Background: an optimization exercise with open tools, aiming at small area. Do not read the settings as production practice.
No run shown here included a check of the RTL's function; only the layout flow was run.
Power is estimated from default activity; no workload was simulated.

## flow/design.v (module list and top-level ports; edited modules follow where they fit)
// module color_tracker: 1505 lines
// module fa: 4 lines
// module ha: 4 lines
module color_tracker
(
    input   wire        clk         ,
    input   wire        rst_n       ,
    output  wire [15:0] pix_addr    ,
    output  wire        pix_rden    ,
    input   wire [15:0] pix_data    ,
    output  wire [7:0]  vga_r       ,
    output  wire [7:0]  vga_g       ,
    output  wire [7:0]  vga_b       ,
    output  reg         th_hsync    ,
    output  reg         th_vsync    ,
    output  wire [31:0] x_error     ,
    output  wire [31:0] h_error
 ) ;
function rge;
    input [15:0] a;
    input [15:0] b;
    integer i;
    reg c;
    begin
        c = 1'b1;
        for (i = 0; i < 16; i = i + 1)
            c = (a[i] & ~b[i]) | (~(a[i] ^ b[i]) & c);
  // ...
==> flow/flow/run.sh <==
#!/bin/bash
# The standard layout (standard.sh: the ORFS run) with these changes:
# - synthesis uses a copy of ORFS's scripts in ./scripts in which
#   * the logic is mapped with flow/abc.script, an area-oriented ABC script,
#     in place of abc_speed.script, and
#   * Yosys's adder extraction (extract_fa) runs only on the design's full
#     and half adder modules (fa, ha), not on the rest of the logic;
#   the registers are the standard synthesis's;
# - the buffers ORFS puts on every input and output port are the
#   platform's smallest buffer, sky130_fd_sc_hd__buf_1;
# - clock tree synthesis uses clkbuf_8 and inserts no dummy loads.
set -euo pipefail
rm -rf scripts
cp -r "$FLOW_HOME/scripts" scripts
cp flow/abc.script scripts/abc_speed.script
sed -i 's/^  extract_fa {\*}\[dont_use_extract_fa_args\]$/  extract_fa {*}[dont_use_extract_fa_args] fa ha/' scripts/synth.tcl
grep -q 'dont_use_extract_fa_args\] fa ha$' scripts/synth.tcl
bash standard.sh "SCRIPTS_DIR=$PWD/scripts" \
  "BUFFER_PORTS_ARGS=-buffer_cell sky130_fd_sc_hd__buf_1" \
  "CTS_ARGS=-sink_clustering_enable -repair_clock_nets -buf_list sky130_fd_sc_hd__clkbuf_8 -dont_use_dummy_load" \
  finish > standard_flow.log 2>&1
==> flow/flow/abc.script <==
&get -n
&st
&deepsyn -T 60
&dch
&nf -R 1000
&put
buffer -c
topo
stime -c
upsize -c
dnsize -c
==> flow/standard.sh <==
#!/bin/bash
# synth_recipe.tcl (not shown) runs the flow's synth.tcl, then flattens the netlist and writes it again
# the make line also repeats each setting of config.mk as NAME=value (left out here)
make -C /OpenROAD-flow-scripts/flow DESIGN_CONFIG=/design/flow/config.mk WORK_HOME=/design/flow/orfs CLKGATE_MAP_FILE= SYNTH_SCRIPT=/design/flow/synth_recipe.tcl "${@:-finish}"
==> flow/config.mk <==
export PLATFORM = sky130hd
export DESIGN_NAME = color_tracker
export DESIGN_NICKNAME = color_tracker
export VERILOG_FILES = /design/flow/design.v
export SDC_FILE = /design/flow/constraint.sdc
export NUM_CORES = 4
export LEC_CHECK = 0
export CAP_MARGIN = 20
export CORE_MARGIN = 2
export CORE_UTILIZATION = 65
export CTS_BUF_LIST = sky130_fd_sc_hd__clkbuf_8
export SLEW_MARGIN = 20
export SYNTH_HIERARCHICAL = 1
==> flow/constraint.sdc <==
create_clock -name core_clock -period 12.0 [get_ports {clk}]
set_input_delay 2.4000 -clock core_clock [delete_from_list [all_inputs] [get_ports {clk}]]
set_output_delay 2.4000 -clock core_clock [all_outputs]
set_load 0.01 [all_outputs]
==> summary.txt, run 1 <==
status=no timing/DRC/antenna violations; Leading power group=registers; initial DRC count=603; Post-Synth Simple-Gate Area=0.197; max_cap viols=0; sw power=0.000392 W; R2R Path End=or_g[4]$_DFF_PN0_; Critical Path End=h_error[31]; Hold Path Stages=0; launch point of the worst reg-to-reg path=y0[0]$_DFF_PN0_; met3 routed WL=1430 um; Worst Hold Launch=d2[3]$_DFF_P_; Storage cell area=3690 um2; WP data required=9600 ps; Setup Crit Path Kind=reg2out; multi-input combinational area share=0.584; drt wl/cell=17.1 um; Lkg Pwr=4.93 nW; Distinct cells, synth=76; DRT Pass-1 Iters=5; Leading cell kind=multi-input combinational cells; leading area contributor after synthesis=fa_1; Sequential Power=0.000587 W; fin crit period=11,470 ps; Synth top area share=0.175; R2R depth=18; Post-CTS Setup Inserts=0; Initial Util=0.667; GP Congestion=0.930; vias in the first global route=8,520; Setup violations, final=0; switch share=0.316; critical path's slowest cell=fa_1; Sink Count=165; CP max stage delay=660 ps; Worst path depth=21; Finished Cell Area=11,900 um2
==> run 2: changes to the inputs <==
--- a/flow/design.v
+++ b/flow/design.v
@@ -656,66 +656,66 @@
 wire fs_505;
 wire fc_506;
 wire fs_507;
 wire fc_508;
 wire fs_509;
 wire fc_510;
 wire hs_511;
 wire hc_512;
-wire hs_513;
-wire hc_514;
-wire fs_515;
-wire fc_516;
-wire fs_517;
-wire fc_518;
-wire fs_519;
-wire fc_520;
-wire fs_521;
-wire fc_522;
-wire fs_523;
-wire fc_524;
-wire fs_525;
-wire fc_526;
-wire fs_527;
-wire fc_528;
-wire fs_529;
-wire fc_530;
-wire fs_531;
-wire fc_532;
-wire fs_533;
-wire fc_534;
-wire fs_535;
-wire fc_536;
-wire fs_537;
-wire fc_538;
-wire hs_539;
-wire hc_540;
-wire fs_541;
-wire fc_542;
-wire fs_543;
-wire fc_544;
-wire fs_545;
-wire fc_546;
-wire fs_547;
-wire fc_548;
-wire fs_549;
-wire fc_550;
+wire ps_513;
+wire pc_514;
+wire ps_515;
+wire pc_516;
+wire ps_517;
+wire pc_518;
+wire ps_519;
+wire pc_520;
+wire ps_521;
+wire pc_522;
+wire ps_523;
+wire pc_524;
+wire ps_525;
+wire pc_526;
+wire ps_527;
+wire pc_528;
+wire ps_529;
+wire pc_530;
+wire ps_531;
+wire pc_532;
+wire ps_533;
+wire pc_534;
+wire ps_535;
+wire pc_536;
+wire ps_537;
+wire pc_538;
+wire ps_539;
+wire pc_540;
+wire ps_541;
+wire pc_542;
+wire ps_543;
+wire pc_544;
+wire ps_545;
+wire pc_546;
+wire ps_547;
+wire pc_548;
+wire ps_549;
+wire pc_550;
 wire xs_551;
 wire xc_552;
-wire fs_553;
-wire fc_554;
-wire fs_555;
-wire fc_556;
-wire fs_557;
-wire fc_558;
-wire fs_559;
-wire fc_560;
-wire fs_561;
-wire fc_562;
+wire ps_553;
+wire pc_554;
+wire ps_555;
+wire pc_556;
+wire ps_557;
+wire pc_558;
+wire ps_559;
+wire pc_560;
+wire ps_561;
+wire pc_562;
 wire cs_563;
 wire cs_564;
 wire cs_565;
 wire cs_566;
 wire cs_567;
 wire cs_568;
 wire [19:0] hv;
 assign ps_1 = d3[12] ^ d3[11];
@@ -1258,62 +1258,86 @@
 fa u_fa75 (.a(fc_430), .b(fc_466), .c(fs_467), .s(fs_497), .co(fc_498));
 fa u_fa76 (.a(fs_437), .b(fs_469), .c(fc_468), .s(fs_499), .co(fc_500));
 fa u_fa77 (.a(fc_438), .b(fc_470), .c(fs_471), .s(fs_501), .co(fc_502));
 fa u_fa78 (.a(fc_442), .b(fs_473), .c(fc_472), .s(fs_503), .co(fc_504));
 fa u_fa79 (.a(fs_449), .b(fs_475), .c(fc_474), .s(fs_505), .co(fc_506));
 fa u_fa80 (.a(fc_450), .b(fs_477), .c(fc_476), .s(fs_507), .co(fc_508));
 fa u_fa81 (.a(xc_452), .b(xs_479), .c(fc_478), .s(fs_509), .co(fc_510));
 ha u_ha7 (.a(wr_374), .b(xc_480), .s(hs_511), .co(hc_512));
-ha u_ha8 (.a(pp_288), .b(pp_296), .s(hs_513), .co(hc_514));
-fa u_fa82 (.a(hs_481), .b(pp_305), .c(hc_514), .s(fs_515), .co(fc_516));
-fa u_fa83 (.a(fs_483), .b(hc_482), .c(fc_516), .s(fs_517), .co(fc_518));
-fa u_fa84 (.a(fs_485), .b(fc_484), .c(fc_518), .s(fs_519), .co(fc_520));
-fa u_fa85 (.a(fs_487), .b(fc_486), .c(fc_520), .s(fs_521), .co(fc_522));
-fa u_fa86 (.a(fs_489), .b(fc_488), .c(fc_522), .s(fs_523), .co(fc_524));
-fa u_fa87 (.a(fs_491), .b(fc_490), .c(fc_524), .s(fs_525), .co(fc_526));
-fa u_fa88 (.a(fs_493), .b(fc_492), .c(fc_526), .s(fs_527), .co(fc_528));
-fa u_fa89 (.a(fs_495), .b(fc_494), .c(fc_528), .s(fs_529), .co(fc_530));
-fa u_fa90 (.a(fs_497), .b(fc_496), .c(fc_530), .s(fs_531), .co(fc_532));
-fa u_fa91 (.a(fs_499), .b(fc_498), .c(fc_532), .s(fs_533), .co(fc_534));
-fa u_fa92 (.a(fs_501), .b(fc_500), .c(fc_534), .s(fs_535), .co(fc_536));
-fa u_fa93 (.a(fs_503), .b(fc_502), .c(fc_536), .s(fs_537), .co(fc_538));
-ha u_ha9 (.a(fs_505), .b(fc_504), .s(hs_539), .co(hc_540));
-fa u_fa94 (.a(fs_507), .b(fc_506), .c(hc_540), .s(fs_541), .co(fc_542));
-fa u_fa95 (.a(fs_509), .b(fc_508), .c(fc_542), .s(fs_543), .co(fc_544));
-fa u_fa96 (.a(hs_511), .b(fc_510), .c(fc_544), .s(fs_545), .co(fc_546));
-fa u_fa97 (.a(~wr_375), .b(hc_512), .c(fc_546), .s(fs_547), .co(fc_548));
-assign fs_549 = wr_376 ^ wr_375 ^ fc_548;
+assign ps_513 = pp_288 ^ pp_296;
+assign pc_514 = pp_288 & pp_296;
+assign ps_515 = hs_481 ^ pp_305 ^ pc_514;
+assign pc_516 = (hs_481 & pp_305) | (pc_514 & (hs_481 ^ pp_305));
+assign ps_517 = fs_483 ^ hc_482 ^ pc_516;
+assign pc_518 = (fs_483 & hc_482) | (pc_516 & (fs_483 ^ hc_482));
+assign ps_519 = fs_485 ^ fc_484 ^ pc_518;
+assign pc_520 = (fs_485 & fc_484) | (pc_518 & (fs_485 ^ fc_484));
+assign ps_521 = fs_487 ^ fc_486 ^ pc_520;
+assign pc_522 = (fs_487 & fc_486) | (pc_520 & (fs_487 ^ fc_486));
+assign ps_523 = fs_489 ^ fc_488 ^ pc_522;
+assign pc_524 = (fs_489 & fc_488) | (pc_522 & (fs_489 ^ fc_488));
+assign ps_525 = fs_491 ^ fc_490 ^ pc_524;
+assign pc_526 = (fs_491 & fc_490) | (pc_524 & (fs_491 ^ fc_490));
+assign ps_527 = fs_493 ^ fc_492 ^ pc_526;
+assign pc_528 = (fs_493 & fc_492) | (pc_526 & (fs_493 ^ fc_492));
+assign ps_529 = fs_495 ^ fc_494 ^ pc_528;
+assign pc_530 = (fs_495 & fc_494) | (pc_528 & (fs_495 ^ fc_494));
+assign ps_531 = fs_497 ^ fc_496 ^ pc_530;
+assign pc_532 = (fs_497 & fc_496) | (pc_530 & (fs_497 ^ fc_496));
+assign ps_533 = fs_499 ^ fc_498 ^ pc_532;
+assign pc_534 = (fs_499 & fc_498) | (pc_532 & (fs_499 ^ fc_498));
+assign ps_535 = fs_501 ^ fc_500 ^ pc_534;
+assign pc_536 = (fs_501 & fc_500) | (pc_534 & (fs_501 ^ fc_500));
+assign ps_537 = fs_503 ^ fc_502 ^ pc_536;
+assign pc_538 = (fs_503 & fc_502) | (pc_536 & (fs_503 ^ fc_502));
+assign ps_539 = fs_505 ^ fc_504;
+assign pc_540 = fs_505 & fc_504;
+assign ps_541 = fs_507 ^ fc_506 ^ pc_540;
+assign pc_542 = (fs_507 & fc_506) | (pc_540 & (fs_507 ^ fc_506));
+assign ps_543 = fs_509 ^ fc_508 ^ pc_542;
+assign pc_544 = (fs_509 & fc_508) | (pc_542 & (fs_509 ^ fc_508));
+assign ps_545 = hs_511 ^ fc_510 ^ pc_544;
+assign pc_546 = (hs_511 & fc_510) | (pc_544 & (hs_511 ^ fc_510));
+assign ps_547 = ~wr_375 ^ hc_512 ^ pc_546;
+assign pc_548 = (~wr_375 & hc_512) | (pc_546 & (~wr_375 ^ hc_512));
+assign ps_549 = wr_376 ^ wr_375 ^ pc_548;
+assign pc_550 = (wr_376 & wr_375) | (pc_548 & (wr_376 ^ wr_375));
 assign xs_551 = ~(fs_505 ^ fc_504);
 assign xc_552 = (fs_505 | fc_504);
-fa u_fa99 (.a(fs_507), .b(fc_506), .c(xc_552), .s(fs_553), .co(fc_554));
-fa u_fa100 (.a(fs_509), .b(fc_508), .c(fc_554), .s(fs_555), .co(fc_556));
-fa u_fa101 (.a(hs_511), .b(fc_510), .c(fc_556), .s(fs_557), .co(fc_558));
-fa u_fa102 (.a(~wr_375), .b(hc_512), .c(fc_558), .s(fs_559), .co(fc_560));
-assign fs_561 = wr_376 ^ wr_375 ^ fc_560;
-assign cs_563 = fc_538 ? xs_551 : hs_539;
-assign cs_564 = fc_538 ? fs_553 : fs_541;
-assign cs_565 = fc_538 ? fs_555 : fs_543;
-assign cs_566 = fc_538 ? fs_557 : fs_545;
-assign cs_567 = fc_538 ? fs_559 : fs_547;
-assign cs_568 = fc_538 ? fs_561 : fs_549;
+assign ps_553 = fs_507 ^ fc_506 ^ xc_552;
+assign pc_554 = (fs_507 & fc_506) | (xc_552 & (fs_507 ^ fc_506));
+assign ps_555 = fs_509 ^ fc_508 ^ pc_554;
+assign pc_556 = (fs_509 & fc_508) | (pc_554 & (fs_509 ^ fc_508));
+assign ps_557 = hs_511 ^ fc_510 ^ pc_556;
+assign pc_558 = (hs_511 & fc_510) | (pc_556 & (hs_511 ^ fc_510));
+assign ps_559 = ~wr_375 ^ hc_512 ^ pc_558;
+assign pc_560 = (~wr_375 & hc_512) | (pc_558 & (~wr_375 ^ hc_512));
+assign ps_561 = wr_376 ^ wr_375 ^ pc_560;
+assign pc_562 = (wr_376 & wr_375) | (pc_560 & (wr_376 ^ wr_375));
+assign cs_563 = pc_538 ? xs_551 : ps_539;
+assign cs_564 = pc_538 ? ps_553 : ps_541;
+assign cs_565 = pc_538 ? ps_555 : ps_543;
+assign cs_566 = pc_538 ? ps_557 : ps_545;
+assign cs_567 = pc_538 ? ps_559 : ps_547;
+assign cs_568 = pc_538 ? ps_561 : ps_549;
 assign hv[0] = pp_287;
-assign hv[1] = hs_513;
-assign hv[2] = fs_515;
-assign hv[3] = fs_517;
-assign hv[4] = fs_519;
-assign hv[5] = fs_521;
-assign hv[6] = fs_523;
-assign hv[7] = fs_525;
-assign hv[8] = fs_527;
-assign hv[9] = fs_529;
-assign hv[10] = fs_531;
-assign hv[11] = fs_533;
-assign hv[12] = fs_535;
-assign hv[13] = fs_537;
+assign hv[1] = ps_513;
+assign hv[2] = ps_515;
+assign hv[3] = ps_517;
+assign hv[4] = ps_519;
+assign hv[5] = ps_521;
+assign hv[6] = ps_523;
+assign hv[7] = ps_525;
+assign hv[8] = ps_527;
+assign hv[9] = ps_529;
+assign hv[10] = ps_531;
+assign hv[11] = ps_533;
+assign hv[12] = ps_535;
+assign hv[13] = ps_537;
 assign hv[14] = cs_563;
 assign hv[15] = cs_564;
 assign hv[16] = cs_565;
 assign hv[17] = cs_566;
 assign hv[18] = cs_567;
 assign hv[19] = cs_568;
 wire h_end = (h == 10'd800);
 wire h_200 = (h == 10'd200);
@@ -1381,19 +1405,24 @@
         nb2 <= 1'b1;
     end else begin
         nb0 <= !target;
         nb1 <= nb0;
         nb2 <= nb1;
     end
 end
 reg rq1, rq2;
-always @(posedge clk) begin
-    rq1 <= rst_n;
-    rq2 <= rq1;
+always @(posedge clk or negedge rst_n) begin
+    if (!rst_n) begin
+        rq1 <= 1'b0;
+        rq2 <= 1'b0;
+    end else begin
+        rq1 <= 1'b1;
+        rq2 <= rq1;
+    end
 end
 wire rst_d = !rq2;
 wire       eol  = de_l && h_200;             
 wire       v163 = (v == 10'd163);
 wire [15:0] v_m4  = radd({8'd0, v[7:0]}, 16'hfffc);
 wire [15:0] h_m16 = radd({8'd0, h[7:0]}, 16'hfff0);
 wire [7:0] vl4  = v_m4[7:0];                         
 wire [7:0] hl15 = de_l ? h_m16[7:0] : 8'd241;         
@@ -1427,42 +1456,45 @@
         y0n = 8'd0;
         x1n = 8'd0;
     end
     if (rst_d)            y1n = 8'd0;
     else if (ve == C3_4)  y1n = vl4;
     else if (fd)          y1n = 8'd0;
 end
 always @(posedge clk) begin
-    if (v163 || !rst_n)   vb <= C3_0;
-    else if (vb == C3_5)  vb <= vb;
-    else if (eol)         vb <= hb16 ? nx3(vb) : C3_0;
-    if (vb != C3_5)       ve <= C3_0;
-    else if (ve == C3_5)  ve <= ve;
-    else if (eol)         ve <= (hb == C5_0) ? nx3(ve) : C3_0;
-    if ((v163 && eol) || !rst_n) cnt <= C9_0;
-    else if (!nb2 && !cnt_sat)   cnt <= nx9(cnt);
-    if (!rst_n)                                        fd <= 1'b0;
-    else if (de_l && h == 10'd191 && v[7:0] == 8'd159) fd <= !cnt_sat;
     if (!de_l)     hb <= C5_0;
     else if (hb16) hb <= hb;
     else if (!nb2) hb <= nx5(hb);
     else           hb <= C5_0;
     if (!hb16)             he <= C5_0;
     else if (he == C5_16)  he <= he;
     else if (nb2)          he <= nx5(he);
     else                   he <= C5_0;
 end
 always @(posedge clk or negedge rst_n) begin
     if (!rst_n) begin
+        vb  <= C3_0;
+        ve  <= C3_0;
+        cnt <= C9_0;
+        fd  <= 1'b0;
         x0  <= 8'd80;
         y0  <= 8'd0;
         x1  <= 8'd120;
         y1  <= 8'd50;
     end else begin
+        if (v163)             vb <= C3_0;
+        else if (vb == C3_5)  vb <= vb;
+        else if (eol)         vb <= hb16 ? nx3(vb) : C3_0;
+        if (vb != C3_5)       ve <= C3_0;
+        else if (ve == C3_5)  ve <= ve;
+        else if (eol)         ve <= (hb == C5_0) ? nx3(ve) : C3_0;
+        if (v163 && eol)           cnt <= C9_0;
+        else if (!nb2 && !cnt_sat) cnt <= nx9(cnt);
+        if (de_l && h == 10'd191 && v[7:0] == 8'd159) fd <= !cnt_sat;
         x0 <= x0n;
         y0 <= y0n;
         x1 <= x1n;
         y1 <= y1n;
     end
 end
 wire [15:0] xe = radd({8'd0, midx}, wrap ? 16'd796 : 16'd924);
 assign x_error = {{22{xe[9] & !wrap}}, xe[9:0]};
==> run 2 against run 1 <==
Effect of this change: critical path type unchanged; critical endpoint unchanged; hold slack worse by 20 ps; combinational power down 5%; global-route usage up 1.4 points.
==> summary.txt, run 2 <==
DIE WIDTH=137 um; die footprint=18,800 um2; leading area contributor after synthesis=dfrtp_1; via density per instance=5.96; area of the multi-input gates=6940 um2; DRT antenna net count=0; Distinct cells, synth=68 (-11%); Worst Path Max Fanout=7; total wire length=27,200 um; max_cap viols=0 (unchanged); Synth Area per Inst=9.10 um2; first-pass GRT wire length=43,300 um; Worst Hold Launch=d1[10]$_DFF_P_; CP endpoint kind=output pin; main combinational cell family by area after synthesis=simple AND/OR/NAND/NOR gates; P per Cell Area=104 nW/um2; Hold-fix buffers, CTS=0; Synth-to-Final Area Change=5.73%; ANT cells=0; final max-slew violation count=0; Setup violations, final=0 (unchanged); initial antenna violation count=0; total congestion overflow=0; Initial Util=0.666 (about the same); Post-Synth Simple-Gate Area=0.191 (-0.00609); nets=1,428; GRT Total Usage=0.295; CTS H-tree lvls=4; period utilization=0.989; Clk pin slew, worst setup/hold paths=100 ps; DRT Pass-1 Iters=5 (unchanged); core area=17,300 um2; via count=9,212; Lkg Pwr=5.02 nW (+1.9%); Arr. time, crit path=9470 ps; minimum hold slack=294 ps; Yosys reg bits=165; Setup Crit Path Kind=reg2out; dominant synthesized flop cell=dfxtp_1; row count=48; fmax=84.2 MHz; max_slew headroom=0.295; startpoint types=register; Storage cell area=3790 um2 (+2.5%); CTS Root Cell=clkbuf_8; DRC violations left=0; status=no timing/DRC/antenna violations; Die Y=137 um; top post-synthesis cells by area=dfrtp_1 15%, fa_1 14%, dfxtp_1 13%; Tightest Hold Check Type=reg2reg; Syn Nets=1,373; drt wl/cell=17.6 um (+3.4%); post-synthesis async set-or-reset flop share=0.552; CTS buffer count=17; GP Congestion=0.940 (+1.1%); Synth top area share=0.152 (-0.0228); Max IR drop VDD=0.118 mV; fin crit period=11,870 ps (+404 ps); CTS tree=built; Mapped Cells=1,267; most frequent cells after synthesis=126 x nand2_1, 91 x nor2_1, 86 x xnor2_1; number of fill cells=1,421; sequential cell area fraction in the yosys report=0.328; Final Instance Count excl. Fillers=1,545; Max Root-Sink Buffers=2; placed cells=1,513; share of post-route cells with drive strength above 1=0.0917; worst-margin pin slew=1050 ps; post-synthesis xor/xnor area fraction=0.0836; Synth Area in Compound Gates=0.150; I/O pins=125; vias in the first global route=8,770 (+2.9%); clk latency of the worst-skew pair=460 ps; mux contribution to synthesized area=0.00261; EDFF count, synth=0; final hold vios=0; Synth Warn #=7; Sink Count=165 (unchanged); WP data required=9600 ps (about the same); initial DRC count=803 (+33%); launch point of the worst reg-to-reg path=x0[0]$_DFF_PN0_; largest net degree at the start of global routing=57; area of the mapped netlist=11,500 um2; RSZ-0062 raised after global routing=yes; Adder-Cell Fraction of Synth Area=0.166; top-count cell post-synth=nand2_1; skew final=41.8 ps; DP HPWL=20,300 um; CP startpoint=x1[0]$_DFF_PN0_; commonest non-fill, non-tap cell in the layout=nand2_1; most frequent cells in the layout=126 x nand2_1, 113 x buf_1, 91 x nor2_1; port buffer count=124
-- run 2: critical path, cell delays in order, from the launching register on --
cell and delay [ps]:
dfrtp_1 400, nand2b_4 150, fa_2 340, fa_2 370, fa_2 370, fa_2 340, fa_1 450, and2_4 160
fa_1 480, fa_1 510, fa_1 590, fa_1 460, maj3_2 350, maj3_2 340, maj3_2 320, maj3_2 320
maj3_2 320, maj3_2 350, maj3_2 330, maj3_2 330, maj3_2 320, maj3_2 330, maj3_2 370, o211ai_1 180
buf_4 180, o221ai_4 170, buf_6 180
-- run 2: Yosys stat by module (local to each module, per instance) --
module,area (um2),flip-flops and latches,copies in the design,cells inside
ha,12.5,0,7,1
fa,20.0,0,81,1
color_tracker,9820,165,1,1179
-- run 2: kinds of logic after synthesis --
kind of cell | Yosys count
AO/OA/AOI/OAI | 258
adder cells (fa/ha/maj) | 107
AND/OR/NAND/NOR | 446
XOR/XNOR | 110
multiplexers | 3
flip-flops | 165
buffers and inverters | 177
other | 1
-- run 2: where the power goes --
group	leakage, nW	internal (W)	switching, W
combinational	3.19	0.000150	0.000193
sequential	1.70	0.000597	0.0000328
clock	0.122	0.000125	0.000173
total	5.02	0.000872	0.000399
-- run 2: through the flow --
stage / total power [W] / setup TNS [ps] / worst slack, ps / utilization / area, um2
floorplan: 0.000915 / 0 / 268 / - / 11500
global placement: 0.000975 / 0 / 195 / 0.676 / 11700
detailed placement: 0.000980 / -66.7 / -23.3 / 0.676 / 11700
CTS: 0.00128 / 0 / 1.33 / 0.695 / 12000
global route: 0.00135 / -1300 / -124 / 0.705 / 12200
finish: 0.00127 / 0 / 126 / 0.705 / 12200
-- run 2: path summary, 6_finish.rpt --
check / to / slack [ps] / cells after the start
worst max-delay path: h_error[31] / 130 / 26
worst max register to register: or_g[5]$_DFF_PN0_ / 5940 / 16
max in group asynchronous: cnt[5]$_DFFE_PN0P_ / 8950 / 2
worst min register to register: d2[10]$_DFF_P_ / 290 / 0
worst min-delay path: d2[10]$_DFF_P_ / 290 / 0
min in group asynchronous: v[1]$_DFFE_PN0N_ / 1920 / 1
-- run 2: routing by layer --
layer	routed length, um	vias up	GRT usage
li1	-	4359	-
met1	11800	4480	0.398
met2	13400	325	0.492
met3	1530	48	0.0437
met4	566	0	0.0962
met5	0	-	0
-- run 2: cell type report --
cell class              instances  share of cell area
multi-input cells             926               0.569
flip-flops and latches        165               0.311
repair buffers                149              0.0585
well taps                     225              0.0231
inverters                      63              0.0194
clock buffers                  17              0.0192
-- run 2: repair_timing --
| action | in CTS | in global routing |
|---|---|---|
| endpoints found under the setup margin | 14 | 14 |
| gates resized for setup | 11 | 33 |
| pin swaps | 6 | 21 |
| gates cloned | 1 | 0 |
| buffers inserted | 5 | 8 |

## separate check: timing with driven ports
How much do the figures lean on ideal ports? The routed layouts below were timed once more, with nothing changed but the port constraints. Step 1 (the two cells are an assumption about what drives the block):
set clk [get_ports {clk}]
set_driving_cell -lib_cell sky130_fd_sc_hd__clkbuf_16 $clk
set_driving_cell -lib_cell sky130_fd_sc_hd__buf_2 [delete_from_list [all_inputs] $clk]
Step 2 adds t to the input delays and takes it off the output delays; t is the mean of the earliest and latest rising clock arrival at the registers after step 1. Input paths then give back, and output paths get back, about the clock's delay inside the block. Slacks: no drivers / after step 1 / after step 2; pairs: no drivers / after step 1.
| run | t, ns | slack for setup (ns) | slew at the worst register clock pin (ns) | pins driven straight from the clock port |
|---|---|---|---|---|
| run 1 | 0.480 | 0.530 / 0.492 / 0.972 | 0.10 / 0.10 | 1 |
| run 2 | 0.479 | 0.126 / 0.085 / 0.564 | 0.10 / 0.10 | 1 |
After both steps every run listed still meets setup and hold.
